This design comes from an exercise in tuning for small area on the open sky130 flow, not from production work. Where RTL was checked, it was by simulation tests only, not by an equivalence proof against the original. Power is estimated from default activity; no workload was simulated. The clock port is modelled as an ideal driver; clocking choices that lean on that would not hold on a real chip.

Setup of v37:
## top
module top(rst,z,clk,rot_a,rot_b,y,LCD_RS,LCD_W,LCD_E,data);
input rst;
input clk,rot_a,rot_b;
input [3:0] y;
input z;
output LCD_RS,LCD_W,LCD_E;
output [3:0] data;
wire rot_event;
wire run, tbit, tspace, line2;
wire [3:0] cidx;
rot_event u1(rst,clk,rot_a,rot_b,rot_event);
regist u2(rst,z,clk,y,rot_event,cidx,line2,run,tbit,tspace);
driver de(rst,clk,run,tbit,tspace,cidx,line2,LCD_RS,LCD_W,LCD_E,data);
endmodule
==> flow/config.mk <==
export PLATFORM = sky130hd
export DESIGN_NAME = top
export DESIGN_NICKNAME = top
export VERILOG_FILES = /design/flow/design.v
export SDC_FILE = /design/flow/constraint.sdc
export NUM_CORES = 4
export LEC_CHECK = 0
export CAP_MARGIN = 0
export CORE_MARGIN = 2
export CORE_UTILIZATION = 40
export CTS_BUF_LIST = sky130_fd_sc_hd__clkbuf_8 sky130_fd_sc_hd__clkbuf_16
export CTS_CLUSTER_DIAMETER = 40
export CTS_CLUSTER_SIZE = 16
export SLEW_MARGIN = 0
==> flow/constraint.sdc <==
create_clock -name core_clock -period 8.0 [get_ports {clk}]
set_input_delay 1.6000 -clock core_clock [delete_from_list [all_inputs] [get_ports {clk}]]
set_output_delay 1.6000 -clock core_clock [all_outputs]
set_load 0.01 [all_outputs]
run.sh (not shown) runs the stock make flow with config.mk's settings and CLKGATE_MAP_FILE= SYNTH_SCRIPT=/design/flow/synth_recipe.tcl, a recipe that flattens the netlist after the stock synthesis.
v37 finished all stages; the layout is clean.
## Diff of input files: v31 against v37
Settings: CTS_CLUSTER_SIZE: 16 -> 30; CTS_CLUSTER_DIAMETER: 40 -> 60; CTS_BUF_LIST: sky130_fd_sc_hd__clkbuf_8 sky130_fd_sc_hd__clkbuf_16 -> sky130_fd_sc_hd__clkbuf_16.
[summary]
- v31: PASS, flow complete, no timing, DRC or antenna violations
- v37 and v31 ended up with roughly the same worst-case hold slack.
- v37 → v31: required arrival time at the worst endpoint moved up, part of the cycle the worst path needs moved up.
No run of this note included a check of the RTL's function; only the layout flow was run.

Setup of P:
top, a different RTL version from the one above (not shown whole).
For scale: ~1,500 cells after synthesis, about 16 I/O pins.
clock: 8.0 ns
lec_check: 0
cap_margin: 0
core_margin: 2
core_utilization: 40
cts_buf_list: sky130_fd_sc_hd__clkbuf_16
cts_cluster_diameter: 60
cts_cluster_size: 30
slew_margin: 0
standard.sh (not shown) runs the stock make flow with config.mk's settings and CLKGATE_MAP_FILE= SYNTH_SCRIPT=/design/flow/synth_recipe.tcl, a recipe that flattens the netlist after the stock synthesis.
==> flow/flow/run.sh <==
#!/bin/bash
# Own layout flow: the standard synthesis, then the combinational logic between
# the standard synthesis's flip-flops re-mapped for area (the flip-flops, their
# names and cell types are kept as they are), then the standard layout steps.
set -euo pipefail
work=$(pwd)
res=$work/orfs/results/${FLOW_PLATFORM:-sky130hd}/top/base
yosys_bin=yosys
if [[ -x "$FLOW_HOME/../tools/install/yosys/bin/yosys" ]]; then
  yosys_bin="$FLOW_HOME/../tools/install/yosys/bin/yosys"
fi

bash standard.sh synth > "$work/flow_synth.log" 2>&1

cp "$res/1_2_yosys.v" "$work/std_netlist.v"
LIB="$FLOW_HOME/platforms/sky130hd/lib/sky130_fd_sc_hd__tt_025C_1v80.lib" \
  IN="$work/std_netlist.v" OUT="$work/remap_netlist.v" \
  "$yosys_bin" -c "$work/flow/remap.tcl" > "$work/flow_remap.log" 2>&1

cp "$work/remap_netlist.v" "$res/1_2_yosys.v"
rm -f "$res/1_synth.odb" "$res/1_synth.sdc"

# clock tree: large leaf clusters on clkbuf_16, no dummy load cells
export CTS_ARGS="-sink_clustering_enable -repair_clock_nets -dont_use_dummy_load -sink_clustering_size 37 -sink_clustering_max_diameter 62 -buf_list sky130_fd_sc_hd__clkbuf_16"
bash standard.sh finish > "$work/flow_finish.log" 2>&1
Other scripts of this flow, unchanged in this note and not shown: flow/flow/remap.tcl
> inputs changed (P -> Q)
Settings: changing CORE_UTILIZATION from 40 to 55; changing CTS_CLUSTER_DIAMETER from 60 to 70; setting PLACE_DENSITY to 0.7 for the first time.
--- a/flow/flow/run.sh
+++ b/flow/flow/run.sh
@@ -23,3 +23,5 @@
 # clock tree: large leaf clusters on clkbuf_16, no dummy load cells
-export CTS_ARGS="-sink_clustering_enable -repair_clock_nets -dont_use_dummy_load -sink_clustering_size 37 -sink_clustering_max_diameter 62 -buf_list sky130_fd_sc_hd__clkbuf_16"
+export CTS_ARGS="-sink_clustering_enable -repair_clock_nets -dont_use_dummy_load -sink_clustering_size 30 -sink_clustering_max_diameter 70 -buf_list sky130_fd_sc_hd__clkbuf_16"
+# port buffers: the smallest buffer cell
+export BUFFER_PORTS_ARGS="-buffer_cell sky130_fd_sc_hd__buf_1"
 bash standard.sh finish > "$work/flow_finish.log" 2>&1
- The run showing the smaller non-filler instance count after layout is Q.
- Against P, the final cell area of Q is lower.
- Per the comparison of Q with P, total clock buffers created by CTS went down about 10%, number of logic inverters in the finished layout held, combined area of the multi-input logic cells went up 13 µm², number of setup violations in the final report held.
- Q ended up with a higher register fraction of the total cell area than P did.
- Compared with P, Q supports a higher clock frequency.
- Clock latency reported for the late side of the worst-skew pair ended up 0.04 ns lower on Q than on P.

top again, from the RTL that the note above started with.
// top
module top(rst,z,clk,rot_a,rot_b,y,LCD_RS,LCD_W,LCD_E,data);
clock: 8.0 ns
lec_check: 0
cap_margin: 0
core_margin: 2
core_utilization: 40
cts_buf_list: sky130_fd_sc_hd__clkbuf_16
cts_cluster_diameter: 60
cts_cluster_size: 30
slew_margin: 0
==> flow/flow/run.sh <==
#!/bin/bash
# Own layout flow: the standard synthesis, then the combinational logic between
# the standard synthesis's flip-flops re-mapped for area (the flip-flops, their
# names and cell types are kept as they are), then the standard layout steps.
set -euo pipefail
work=$(pwd)
res=$work/orfs/results/${FLOW_PLATFORM:-sky130hd}/top/base
yosys_bin=yosys
if [[ -x "$FLOW_HOME/../tools/install/yosys/bin/yosys" ]]; then
  yosys_bin="$FLOW_HOME/../tools/install/yosys/bin/yosys"
fi

bash standard.sh synth > "$work/flow_synth.log" 2>&1

cp "$res/1_2_yosys.v" "$work/std_netlist.v"
LIB="$FLOW_HOME/platforms/sky130hd/lib/sky130_fd_sc_hd__tt_025C_1v80.lib" \
  IN="$work/std_netlist.v" OUT="$work/remap_netlist.v" \
  "$yosys_bin" -c "$work/flow/remap.tcl" > "$work/flow_remap.log" 2>&1

cp "$work/remap_netlist.v" "$res/1_2_yosys.v"
rm -f "$res/1_synth.odb" "$res/1_synth.sdc"

# clock tree: large leaf clusters on clkbuf_16, no dummy load cells
export CTS_ARGS="-sink_clustering_enable -repair_clock_nets -dont_use_dummy_load -sink_clustering_size 33 -sink_clustering_max_diameter 70 -buf_list sky130_fd_sc_hd__clkbuf_16"
# port buffers: the smallest buffer cell
export BUFFER_PORTS_ARGS="-buffer_cell sky130_fd_sc_hd__buf_1"
bash standard.sh finish > "$work/flow_finish.log" 2>&1
Other scripts of this flow, unchanged in this note and not shown: flow/flow/remap.tcl
The first run ran to the end with no violations.
==> next run, changes <==
--- a/flow/flow/run.sh
+++ b/flow/flow/run.sh
@@ -22,6 +22,4 @@
 
 # clock tree: large leaf clusters on clkbuf_16, no dummy load cells
-export CTS_ARGS="-sink_clustering_enable -repair_clock_nets -dont_use_dummy_load -sink_clustering_size 33 -sink_clustering_max_diameter 70 -buf_list sky130_fd_sc_hd__clkbuf_16"
-# port buffers: the smallest buffer cell
-export BUFFER_PORTS_ARGS="-buffer_cell sky130_fd_sc_hd__buf_1"
+export CTS_ARGS="-sink_clustering_enable -repair_clock_nets -dont_use_dummy_load -sink_clustering_size 37 -sink_clustering_max_diameter 62 -buf_list sky130_fd_sc_hd__clkbuf_16"
 bash standard.sh finish > "$work/flow_finish.log" 2>&1
- CORE_UTILIZATION: 40 -> 55
- PLACE_DENSITY: unset -> 0.7
The new run finished with timing, DRC and antenna clean.
Total power rose by 1.3%.
Setup slack loses 0.11 ns.
Utilization increases by 17 points.
Final area stays flat.
Register-to-register slack got worse by 0.11 ns.
Sequential power hardly moves.
Maximum frequency shrinks by about 1.5%.
Routed wire length went down by 0.63%.
Synthesized cell count is unchanged.

top again, from the RTL that the note above started with.
Settings: LEC_CHECK=0, CAP_MARGIN=0, CORE_MARGIN=2, CORE_UTILIZATION=40, CTS_BUF_LIST=sky130_fd_sc_hd__clkbuf_16, CTS_CLUSTER_DIAMETER=70, CTS_CLUSTER_SIZE=30, SLEW_MARGIN=0; clock period 8.0 ns.
==> flow/flow/run.sh <==
#!/bin/bash
# Own layout flow: the standard synthesis, then the combinational logic between
# the standard synthesis's flip-flops re-mapped for area (the flip-flops, their
# names and cell types are kept as they are), then the standard layout steps.
set -euo pipefail
work=$(pwd)
res=$work/orfs/results/${FLOW_PLATFORM:-sky130hd}/top/base
yosys_bin=yosys
if [[ -x "$FLOW_HOME/../tools/install/yosys/bin/yosys" ]]; then
  yosys_bin="$FLOW_HOME/../tools/install/yosys/bin/yosys"
fi

bash standard.sh synth > "$work/flow_synth.log" 2>&1

cp "$res/1_2_yosys.v" "$work/std_netlist.v"
LIB="$FLOW_HOME/platforms/sky130hd/lib/sky130_fd_sc_hd__tt_025C_1v80.lib" \
  IN="$work/std_netlist.v" OUT="$work/remap_netlist.v" \
  "$yosys_bin" -c "$work/flow/remap.tcl" > "$work/flow_remap.log" 2>&1

cp "$work/remap_netlist.v" "$res/1_2_yosys.v"
rm -f "$res/1_synth.odb" "$res/1_synth.sdc"

# clock tree: large leaf clusters on clkbuf_16, no dummy load cells
export CTS_ARGS="-sink_clustering_enable -repair_clock_nets -dont_use_dummy_load -sink_clustering_size 32 -sink_clustering_max_diameter 65 -buf_list sky130_fd_sc_hd__clkbuf_16"
# port buffers: the smallest buffer cell
export BUFFER_PORTS_ARGS="-buffer_cell sky130_fd_sc_hd__buf_1"
bash standard.sh finish > "$work/flow_finish.log" 2>&1
Other scripts of this flow, unchanged in this note and not shown: flow/flow/remap.tcl
Rerun with:
--- a/flow/flow/run.sh
+++ b/flow/flow/run.sh
@@ -24 +24 @@
-export CTS_ARGS="-sink_clustering_enable -repair_clock_nets -dont_use_dummy_load -sink_clustering_size 32 -sink_clustering_max_diameter 65 -buf_list sky130_fd_sc_hd__clkbuf_16"
+export CTS_ARGS="-sink_clustering_enable -repair_clock_nets -dont_use_dummy_load -sink_clustering_size 32 -sink_clustering_max_diameter 100 -buf_list sky130_fd_sc_hd__clkbuf_16"
- CTS_CLUSTER_DIAMETER: 70 -> 60
=>
- The new run produced a clean layout
- register-to-register slack is better by 40 ps
- sequential share of layout area grows by 0.63 points
- design area shrinks by 0.93%
- setup slack improved by 38 ps
- global-route usage drops by 0.18 points
- combinational power barely changes
- final cell count went down by about 0.34%
Rerun with:
--- a/flow/flow/run.sh
+++ b/flow/flow/run.sh
@@ -24 +24 @@
-export CTS_ARGS="-sink_clustering_enable -repair_clock_nets -dont_use_dummy_load -sink_clustering_size 32 -sink_clustering_max_diameter 100 -buf_list sky130_fd_sc_hd__clkbuf_16"
+export CTS_ARGS="-sink_clustering_enable -repair_clock_nets -dont_use_dummy_load -sink_clustering_size 37 -sink_clustering_max_diameter 62 -buf_list sky130_fd_sc_hd__clkbuf_16"
What happened: The new run produced a clean layout. Critical path depth does not change. Sequential cell count stays the same. Power rises by about 4.3%. Worst hold slack is worse by 17 ps. Count of clock-buffer cells in the layout rises by 8. Cell count rises by about 0.4%. Die area stays the same. Clock power rises by about 10%.
Rerun with:
--- a/flow/flow/run.sh
+++ b/flow/flow/run.sh
@@ -24 +24 @@
-export CTS_ARGS="-sink_clustering_enable -repair_clock_nets -dont_use_dummy_load -sink_clustering_size 37 -sink_clustering_max_diameter 62 -buf_list sky130_fd_sc_hd__clkbuf_16"
+export CTS_ARGS="-sink_clustering_enable -repair_clock_nets -dont_use_dummy_load -sink_clustering_size 30 -sink_clustering_max_diameter 70 -buf_list sky130_fd_sc_hd__clkbuf_8 -sink_clustering_buffer sky130_fd_sc_hd__clkbuf_16 -root_buf sky130_fd_sc_hd__clkbuf_8"
- CTS_CLUSTER_DIAMETER: 60 -> 70
=> The new run ran to the end with no violations. Via count shrinks by 0.50%. Synthesized area is unchanged. Worst hold slack improved by 51 ps. Power shrinks by 3.5%.
Rerun with:
--- a/flow/flow/run.sh
+++ b/flow/flow/run.sh
@@ -24 +24 @@
-export CTS_ARGS="-sink_clustering_enable -repair_clock_nets -dont_use_dummy_load -sink_clustering_size 30 -sink_clustering_max_diameter 70 -buf_list sky130_fd_sc_hd__clkbuf_8 -sink_clustering_buffer sky130_fd_sc_hd__clkbuf_16 -root_buf sky130_fd_sc_hd__clkbuf_8"
+export CTS_ARGS="-sink_clustering_enable -repair_clock_nets -dont_use_dummy_load -sink_clustering_size 28 -sink_clustering_max_diameter 80 -buf_list sky130_fd_sc_hd__clkbuf_16"
- CTS_CLUSTER_DIAMETER: 70 -> 60
What happened: The changed run completed with no timing, DRC or antenna violations. Final area barely changes. Final cell count hardly moves. Setup slack gets worse by 28 ps.

afterwards: timing with drivers on the ports:
Ports are ideal in the flow. The routed layouts listed here were re-timed in OpenROAD. Step 1 assumes that a clkbuf_16 drives the clock port and a buf_2 every other input. Step 2 moves the port delays by t, midway between the first and last clock arrival at a register: inputs arrive t later, outputs are due t later. That takes back most of the time a late clock gives input paths. Slacks: no drivers / after step 1 / after step 2; pairs: no drivers / after step 1.
run | t, ns | setup slack, ns | worst setup path after step 2 | slew at the worst register clock pin (ns) | cell pins on the clock port's net
v37 | 0.625 | 0.629 / 0.629 / 0.629 | register to register | 0.07 / 0.07 | 1
v31 | 0.619 | 0.560 / 0.560 / 0.560 | register to register | 0.11 / 0.11 | 1
P | 0.642 | 0.974 / 0.974 / 0.974 | register to register | 0.12 / 0.12 | 1
Q | 0.605 | 1.107 / 1.107 / 1.107 | register to register | 0.10 / 0.10 | 1
the first run of note 3 | 0.611 | 0.937 / 0.937 / 0.937 | register to register | 0.11 / 0.11 | 1
the second run of note 3 | 0.618 | 0.829 / 0.829 / 0.829 | register to register | 0.12 / 0.12 | 1
the first run of note 4 | 0.631 | 0.998 / 0.998 / 0.998 | register to register | 0.11 / 0.11 | 1
the second run of note 4 | 0.597 | 1.036 / 1.036 / 1.036 | register to register | 0.12 / 0.12 | 1
the third run of note 4 | 0.638 | 1.043 / 1.043 / 1.043 | register to register | 0.12 / 0.12 | 1
the fourth run of note 4 | 0.696 | 1.002 / 1.002 / 1.002 | register to register | 0.11 / 0.11 | 1
the fifth run of note 4 | 0.614 | 0.974 / 0.974 / 0.974 | register to register | 0.10 / 0.10 | 1
After both steps every run listed still meets setup and hold.
